Source: an optimization exercise on an open RTL-to-GDS flow (aim: small area). Production flows keep margins and buffers that such runs may drop.
Only simulation tests tie the RTL to the original design; equivalence was not proved.

## flow/design.v (module list and top-level ports; edited modules follow where they fit)
// module FullyConnectedLayer: 8950 lines
// module FA: 4 lines
// module PPSEL: 3 lines
// module AOI22: 3 lines
// module AO22: 3 lines
// module AOI21: 3 lines
// module AOI21B: 3 lines
// module PPSEL2: 3 lines
// module ADD8: 3 lines
// module TRIPLE: 3 lines
module FullyConnectedLayer #(
    parameter N = 8,              
    parameter M = 4               
) (
    input clk,                    
    input rst_n,                  
    input [N*8-1:0] input_data,      
    input [M*N*8-1:0] weights,       
    input [M*8-1:0] biases,          
    output reg [M*8-1:0] output_data   
);
  // ...
==> flow/flow/run.sh <==
#!/bin/bash
# Own layout flow: the standard flow (standard.sh), with two changes:
#  1. after the standard synthesis, combinational cells that synthesis mapped at a
#     higher drive strength are put back to the smallest drive strength of the
#     same function (the later timing repair sizes up whatever needs it);
#  2. the port buffers that placement adds use the smallest buffer cell.
set -euo pipefail
R=orfs/results/sky130hd/FullyConnectedLayer/base
PORTBUF="BUFFER_PORTS_ARGS=-buffer_cell sky130_fd_sc_hd__buf_1"
bash standard.sh "$PORTBUF" synth > flow_synth.log 2>&1
python3 flow/downsize.py $R/1_2_yosys.v > flow_downsize.log 2>&1
rm -f $R/1_synth.odb $R/1_synth.sdc
bash standard.sh "$PORTBUF" finish > flow_finish.log 2>&1
==> flow/flow/downsize.py <==
"""Rewrite a mapped sky130hd netlist in place: each combinational cell whose type has a
smaller drive strength of the same function (same pins) is changed to the smallest one.
Flip-flops, buffers, inverters, clock cells and tie cells are left alone."""
import re
import sys

path = sys.argv[1]
src = open(path).read()
SMALLEST = {
    'a21boi': '0', 'a21oi': '1', 'a21o': '1', 'a22oi': '1', 'a22o': '1', 'a211oi': '1',
    'a211o': '1', 'a31oi': '1', 'a31o': '1', 'a311oi': '1', 'a311o': '1', 'a41oi': '1',
    'and2': '0', 'and3': '1', 'and4': '1', 'nand2': '1', 'nand3': '1', 'nand4': '1',
    'nand2b': '1', 'nand3b': '1', 'nor2': '1', 'nor3': '1', 'nor4': '1', 'nor2b': '1',
    'nor3b': '1', 'nor4b': '1', 'o21ai': '0', 'o21a': '1', 'o21bai': '1', 'o211ai': '1',
    'o211a': '1', 'o22ai': '1', 'o22a': '1', 'o31ai': '1', 'o31a': '1', 'o311a': '1',
    'o311ai': '0', 'or2': '0', 'or3': '1', 'or4': '1', 'xor2': '1', 'xnor2': '1',
    'xnor3': '1', 'xor3': '1', 'mux2i': '1', 'mux2': '1', 'maj3': '1', 'fa': '1', 'ha': '1',
    'a2111oi': '0', 'a221oi': '1', 'a222oi': '1',
}
count = {}


def repl(m):
    base, size = m.group(1), m.group(2)
    if base in SMALLEST and size != SMALLEST[base]:
        count[m.group(0)] = count.get(m.group(0), 0) + 1
        return 'sky130_fd_sc_hd__%s_%s ' % (base, SMALLEST[base])
    return m.group(0)


out = re.sub(r'\bsky130_fd_sc_hd__([a-z0-9]+)_(\d+) ', repl, src)
open(path, 'w').write(out)
for k, v in sorted(count.items()):
    print(v, k)
==> flow/standard.sh <==
#!/bin/bash
# synth_recipe.tcl (not shown) runs the flow's synth.tcl, then flattens the netlist and writes it again
# the make line also repeats each setting of config.mk as NAME=value (left out here)
make -C /OpenROAD-flow-scripts/flow DESIGN_CONFIG=/design/flow/config.mk WORK_HOME=/design/flow/orfs CLKGATE_MAP_FILE= SYNTH_SCRIPT=/design/flow/synth_recipe.tcl "${@:-finish}"
==> flow/config.mk <==
export PLATFORM = sky130hd
export DESIGN_NAME = FullyConnectedLayer
export DESIGN_NICKNAME = FullyConnectedLayer
export VERILOG_FILES = /design/flow/design.v
export SDC_FILE = /design/flow/constraint.sdc
export NUM_CORES = 4
export LEC_CHECK = 0
export CAP_MARGIN = 20
export CORE_MARGIN = 2
export CORE_UTILIZATION = 45
export SLEW_MARGIN = 20
export SYNTH_HIERARCHICAL = 1
==> flow/constraint.sdc <==
create_clock -name core_clock -period 12.0 [get_ports {clk}]
set_input_delay 2.4000 -clock core_clock [delete_from_list [all_inputs] [get_ports {clk}]]
set_output_delay 2.4000 -clock core_clock [all_outputs]
set_load 0.01 [all_outputs]
==> run notes, run 1 <==
- Status: complete, no violations
- Hold Crit Class: in2async
- Buffers excl. clock: 641
- Bufs and invs on worst path: 4
- PortBufs: 385
- Root Driver: clkbuf_16
- Syn Area/Cell: 10.5 µm²
- DP HPWL: 204,000 µm
- Syn-to-layout area delta: 12.5%
- Worst setup SP type: input pin
- Most used cell along the critical path: fa_1
- Fmax: 0.0879 GHz
- Max Cap Violations: 0
- Delay-heaviest family, CP: adder cells
- CP Max Fanout: 8
- Largest net degree at the start of global routing: 37
- DRT Pass-1 Iters: 10
- Post-CTS Setup Bufs: 0
- Seq area share: 1.58%
- Top cell category: multi-input combinational cells
- Core area: 0.0987 mm²
- Synth Cell Area: 0.0449 mm²
- DP Area: 0.0504 mm²
- Global-route wire length before repair: 348,000 µm
- # clock sinks: 32
- DRC Markers: 0
- Cts hold-fix bufs: 0
- Non-clock inverter count: 104
- Max-slew violation count: 0
- Type of the worst setup path: in2reg
- Crit-path slowest cell: o311a_1
- Fin Hold WS: 2.18 ns
- Clock transition at path regs: 0.08 ns
- Unrepaired setup endpoints after global routing: false
- Met1 Use GR: 63.2%
==> inputs of run 2 (changes only) <==
--- a/flow/config.mk
+++ b/flow/config.mk
@@ -5,8 +5,8 @@
 export SDC_FILE = /design/flow/constraint.sdc
 export NUM_CORES = 4
 export LEC_CHECK = 0
-export CAP_MARGIN = 20
+export CAP_MARGIN = 5
 export CORE_MARGIN = 2
 export CORE_UTILIZATION = 45
-export SLEW_MARGIN = 20
+export SLEW_MARGIN = 5
 export SYNTH_HIERARCHICAL = 1
==> run 2 against run 1 <==
Flip-flop and latch count unchanged. Routed wire length unchanged. Critical endpoint unchanged. Synthesized cell count unchanged. Global-route usage unchanged. Critical path type unchanged. Non-clock buffer count unchanged.
==> run notes, run 2 <==
- Status: complete, no violations
- Setup TNS: 0 ns
- Core area: 0.0987 mm² (unchanged)
- Starting Density: 45.5%
- WL/cell: 40.7 µm
- PortBufs: 385 (unchanged)
- Global-route wire length before repair: 348,000 µm (unchanged)
- Post-layout util: 51.2%
- DRC Markers: 0 (unchanged)
- Crit. End Element: flip-flop
- Num rows: 115
- Die height: 320 µm
- Hold Crit Class: in2async
- Design Area, Final: 0.0505 mm²
- RePlAce Congestion: 1.05
- Max-slew violation count: 0 (unchanged)
- Routed via count: 46,200
- Type of the worst setup path: in2reg
- DP Area: 0.0504 mm² (unchanged)
- Net Count, Synth: 5,902
- Largest net degree at the start of global routing: 37 (unchanged)
- Crit-path slowest cell: o311a_1
- Fin Hold WS: 2.18 ns (unchanged)
- Fillers: 9,208
- GRT overflow: 0
- Max reg flops: 32
- DRT Pass-1 Iters: 10 (unchanged)
- CP Max Fanout: 8 (unchanged)
- Vias in the first global route: 45,200
- Die Area: 0.102 mm²
- CTS tree: yes
- Slew @ Worst Pin: 1.21 ns
- WP data arrival: 11.62 ns
- Minimum clock period after layout: 11.38 ns
- Share of layout cells above drive strength 1: 7.30%
- Die width: 320 µm
- Root Driver: clkbuf_16
- Slowest stage delay, CP: 0.99 ns
- Synth Cell Area: 0.0449 mm² (unchanged)
- Cts hold-fix bufs: 0 (unchanged)
- Cells after Synth: 4,292
- Via density: 7.43
- Number of synthesis warnings: 7
- DRT iter0 DRCs: 7,870
- Most used cell along the critical path: fa_1
- DP HPWL: 204,000 µm (unchanged)
- Largest Register: output_data
- Hold Fails Final Rpt: 0
- Clock Path Buffers: 2
- Most frequent cells in the layout: 1,168 x fa_1, 936 x a21oi_1, 896 x a22o_1, 320 x buf_1, 256 x nor2b_1
- Maximum level of the CTS H-tree: 2
- Regs by FF count: output_data x32
- Post-CTS Setup Bufs: 0 (unchanged)
- Unrepaired setup endpoints after global routing: false
- Worst setup SP type: input pin
- Clock transition at path regs: 0.08 ns (about the same)
- Worst Path Required: 12.24 ns
- Total Routing Usage GR: 49.1%
- Pre-CTS WS: 0.528 ns
- Most common cell after layout, fill and taps aside: fa_1
- Fmax: 0.0879 GHz (unchanged)
- Antenna violations before repair: 29
- Routed Antenna Nets: 0
- Syn-to-layout area delta: 12.5% (unchanged)
- Nets@finish: 6,518
- # clock sinks: 32 (unchanged)
- Max_slew headroom: 19.6%
- Final setup viols: 0
- Final WL: 253,000 µm
- Period utilisation layout: 94.9%
- Worst Slack Setup Final: 0.618 ns
- PostCTS Resize Cnt: 0
- Syn Area/Cell: 10.5 µm² (unchanged)
- Max Cap Violations: 0 (unchanged)
- CTS Buf Count: 5
- # IOs: 386
==> run 2: critical path: cells and delay by family <==
kind	cells	cell delay (ns)
fa+ha+maj	15	6.00
buf+inv	4	0.38
compound gates	5	1.91
xor+xnor	4	0.88
==> run 2: final timing paths <==
path / slack (ns) / startpoint / end
worst max-delay path: 0.62 / input_data[3] / output_data[7]
worst min-delay path: 2.18 / rst_n / output_data[20]
max in group asynchronous: 9.27 / rst_n / output_data[0]
min in group core_clock: 2.74 / weights[207] / output_data[31]
==> run 2: final cells by class <==
class                   instances  area (µm²)  area share, %
multi-input cells            4124       43800           86.7
well taps                    1287        1610           3.19
repair buffers                641        3740           7.39
diodes                         18        45.0         0.0891
inverters                     104         390          0.772
flip-flops and latches         32         801           1.58
clock buffers                   5         125          0.248
==> run 2: through the flow <==
stage                     cells
after floorplan            4292
after global placement     6188
after detailed placement   6188
after CTS                  6193
after global routing       6196
final                      6211
==> run 2: routing by layer <==
| metal | vias to the layer above | share of wire, % | GRT usage, % |
|---|---|---|---|
| met5 | - | 0.089 | 0.898 |
| met4 | 30 | 7.5 | 29.0 |
| met3 | 994 | 15 | 20.0 |
| met2 | 4446 | 41 | 69.2 |
| met1 | 23300 | 36 | 63.2 |
| li1 | 17400 | - | - |
==> module TRIPLE, before the edit <==
module TRIPLE (input [7:0] x, output [9:0] t);
  assign t = {2'b00, x} + {1'b0, x, 1'b0};
endmodule
==> inputs of run 3 (changes only) <==
--- a/flow/design.v
+++ b/flow/design.v
@@ -8974,5 +8974,7 @@
   assign s = ~(a + b + 8'd1);
 endmodule
 module TRIPLE (input [7:0] x, output [9:0] t);
-  assign t = {2'b00, x} + {1'b0, x, 1'b0};
+  wire [4:0] lo = {1'b0, x[3:0]} + {1'b0, x[2:0], 1'b0};
+  wire [5:0] hi = {2'b0, x[7:4]} + {1'b0, x[7:3]} + {5'b0, lo[4]};
+  assign t = {hi, lo[3:0]};
 endmodule
--- a/flow/config.mk
+++ b/flow/config.mk
@@ -5,8 +5,8 @@
 export SDC_FILE = /design/flow/constraint.sdc
 export NUM_CORES = 4
 export LEC_CHECK = 0
-export CAP_MARGIN = 5
+export CAP_MARGIN = 20
 export CORE_MARGIN = 2
 export CORE_UTILIZATION = 45
-export SLEW_MARGIN = 5
+export SLEW_MARGIN = 20
 export SYNTH_HIERARCHICAL = 1
==> run 3 against run 2 <==
Critical path type unchanged. Routed wire length fell by 3.8%. Synthesized area down 1.2%. Cell count decreased by 2.1%. Flip-flop and latch count did not move. Core utilization decreased by 0.31 points. Via count shrank 3.8%.
==> run notes, run 3 <==
- Status: complete, no violations
- Clock transition at path regs: 0.07 ns (about the same)
- PostCTS Resize Cnt: 0 (unchanged)
- PortBufs: 385 (unchanged)
- Fmax: 0.0858 GHz (-2.3%)
- Core area: 0.0980 mm² (-0.73%)
- Global-route wire length before repair: 335,000 µm (-3.8%)
- Slew @ Worst Pin: 1.14 ns (-0.0668 ns)
- Clock Path Buffers: 2 (unchanged)
- Most frequent cells in the layout: 1,184 x fa_1, 912 x a21oi_1, 896 x a22o_1, 320 x buf_1, 256 x nor2b_1
- Routed via count: 44,400 (-3.8%)
- Unrepaired setup endpoints after global routing: false
- Die height: 318 µm (-0.61%)
- CTS Buf Count: 5 (unchanged)
- Total Routing Usage GR: 47.7% (-1.4 points)
- Crit-path slowest cell: fa_1
- Worst setup SP type: input pin
- Largest net degree at the start of global routing: 35 (-5.4%)
- WP data arrival: 11.87 ns (+0.25 ns)
- Syn Area/Cell: 10.6 µm² (+1.4%)
- Synth Cell Area: 0.0444 mm² (-1.2%)
- Net Count, Synth: 5,798 (-1.8%)
- Routed Antenna Nets: 0 (unchanged)
- DRT Pass-1 Iters: 9 (-1)
- CP Max Fanout: 4 (-4)
- Starting Density: 45.3% (-0.23 points)
- Cells after Synth: 4,180 (-2.6%)
- Final WL: 244,000 µm (-3.8%)
- Die width: 318 µm (-0.61%)
- Number of synthesis warnings: 7 (unchanged)
- Slowest stage delay, CP: 0.55 ns (-0.44 ns)
- Worst setup path start: input_data[49]
- Crit. End Element: flip-flop
- Design Area, Final: 0.0499 mm² (-1.3%)
- Vias in the first global route: 44,300 (-2.1%)
- DRC Markers: 0 (unchanged)
- # IOs: 386 (unchanged)
- # clock sinks: 32 (unchanged)
- Hold Fails Final Rpt: 0 (unchanged)
- Max Cap Violations: 0 (unchanged)
- RePlAce Congestion: 1.07 (+2.5%)
- Post-CTS Setup Bufs: 0 (unchanged)
- Hold Crit Class: in2async
- Via density: 7.30 (-1.7%)
- Period utilisation layout: 97.1% (+2.3 points)
- Max reg flops: 32 (unchanged)
- DP HPWL: 197,000 µm (-3.7%)
- Final setup viols: 0 (unchanged)
- Largest Register: output_data
- Worst Slack Setup Final: 0.347 ns (-0.270 ns)
- Most used cell along the critical path: fa_1
- Nets@finish: 6,408 (-1.7%)
- Minimum clock period after layout: 11.65 ns (+0.270 ns)
- GRT overflow: 0 (unchanged)
- Num rows: 115 (unchanged)
- Fin Hold WS: 2.18 ns (+0.00258 ns)
- Fillers: 9,316 (+1.2%)
- Cts hold-fix bufs: 0 (unchanged)
- Die Area: 0.101 mm² (-1.2%)
- WL/cell: 40.0 µm (-1.7%)
- Type of the worst setup path: in2reg
- Pre-CTS WS: -0.0341 ns (-0.562 ns)
- Max-slew violation count: 0 (unchanged)
- Setup TNS: 0 ns (unchanged)
- Share of layout cells above drive strength 1: 7.35% (+0.055 points)
- Max_slew headroom: 24.0% (+4.5 points)
- Most common cell after layout, fill and taps aside: fa_1
- CTS tree: yes
- Maximum level of the CTS H-tree: 2 (unchanged)
- Root Driver: clkbuf_16
- Antenna violations before repair: 16 (-45%)
- DRT iter0 DRCs: 7,169 (-8.9%)
- Setup crit end: output_data[7]
- Syn-to-layout area delta: 12.4%
- Worst Path Required: 12.22 ns (-0.02 ns)
- DP Area: 0.0497 mm² (-1.3%)
- Regs by FF count: output_data x32
[run 3: metrics by stage]
stage | util (%) | std cells
floorplan | - | 4180
global placement | 50.7 | 6070
detailed placement | 50.7 | 6070
CTS | 50.9 | 6075
global route | 50.9 | 6075
finish | 50.9 | 6081
[run 3: per-layer routing]
layer  track usage, %  routed length (µm)
met1             62.2               87800
met2             64.7               96400
met3             20.9               39900
met4             29.6               19100
met5            0.426                 405
[run 3: layout make-up]
class / count / area, µm² / share of cell area, %
repair buffers: 635 / 3630 / 7.28
flip-flops and latches: 32 / 801 / 1.61
diodes: 6 / 15.0 / 0.0301
multi-input cells: 4012 / 43300 / 86.8
inverters: 104 / 390 / 0.783
clock buffers: 5 / 125 / 0.251
well taps: 1287 / 1610 / 3.23
[run 3: worst min path at each step]
stage | cells past startpoint | from | end | slack [ns]
4_1_cts | 2 | rst_n | output_data[16] | 2.18
6_report | 2 | rst_n | output_data[16] | 2.18
5_1_grt | 2 | rst_n | output_data[16] | 2.23
2_1_floorplan | 0 | rst_n | output_data[0] | 2.10
3_3_place_gp | 2 | rst_n | output_data[20] | 2.54
3_5_place_dp | 2 | rst_n | output_data[16] | 2.55
[run 3: critical path, delay by kind of cell]
family	cells	cell delay (ns)
buffers and inverters	5	0.59
AO/OA/AOI/OAI	5	0.74
XOR/XNOR	5	1.40
adder cells (fa/ha/maj)	17	6.73

==> re-timing with driven ports <==
In the flow no input, the clock included, has a driving cell. The finished layouts below were timed again as built, in two steps.
Step 1 assumes that a clkbuf_16 drives the clock port and a buf_2 every other input.
Step 2, shift: input delay + t, output delay - t, t = (earliest + latest rising clock arrival at the registers) / 2. This alone moves slack from input paths to output paths.
a / b / c = ideal / step 1 / step 2; a / b = the first two.
| run | t, ns | setup WS [ns] | worst setup path after step 2 | clock arrival spread, ns | worst register clock-pin slew, ns |
|---|---|---|---|---|---|
| run 1 | 0.443 | 0.618 / 0.674 / 0.231 | input to register | 0.018 / 0.018 | 0.08 / 0.08 |
| run 2 | 0.443 | 0.618 / 0.674 / 0.231 | input to register | 0.018 / 0.018 | 0.08 / 0.08 |
| run 3 | 0.414 | 0.347 / 0.391 / -0.024 | input to register | 0.011 / 0.011 | 0.07 / 0.07 |
With both steps, setup timing fails in run 3, where it was met with ideal ports.
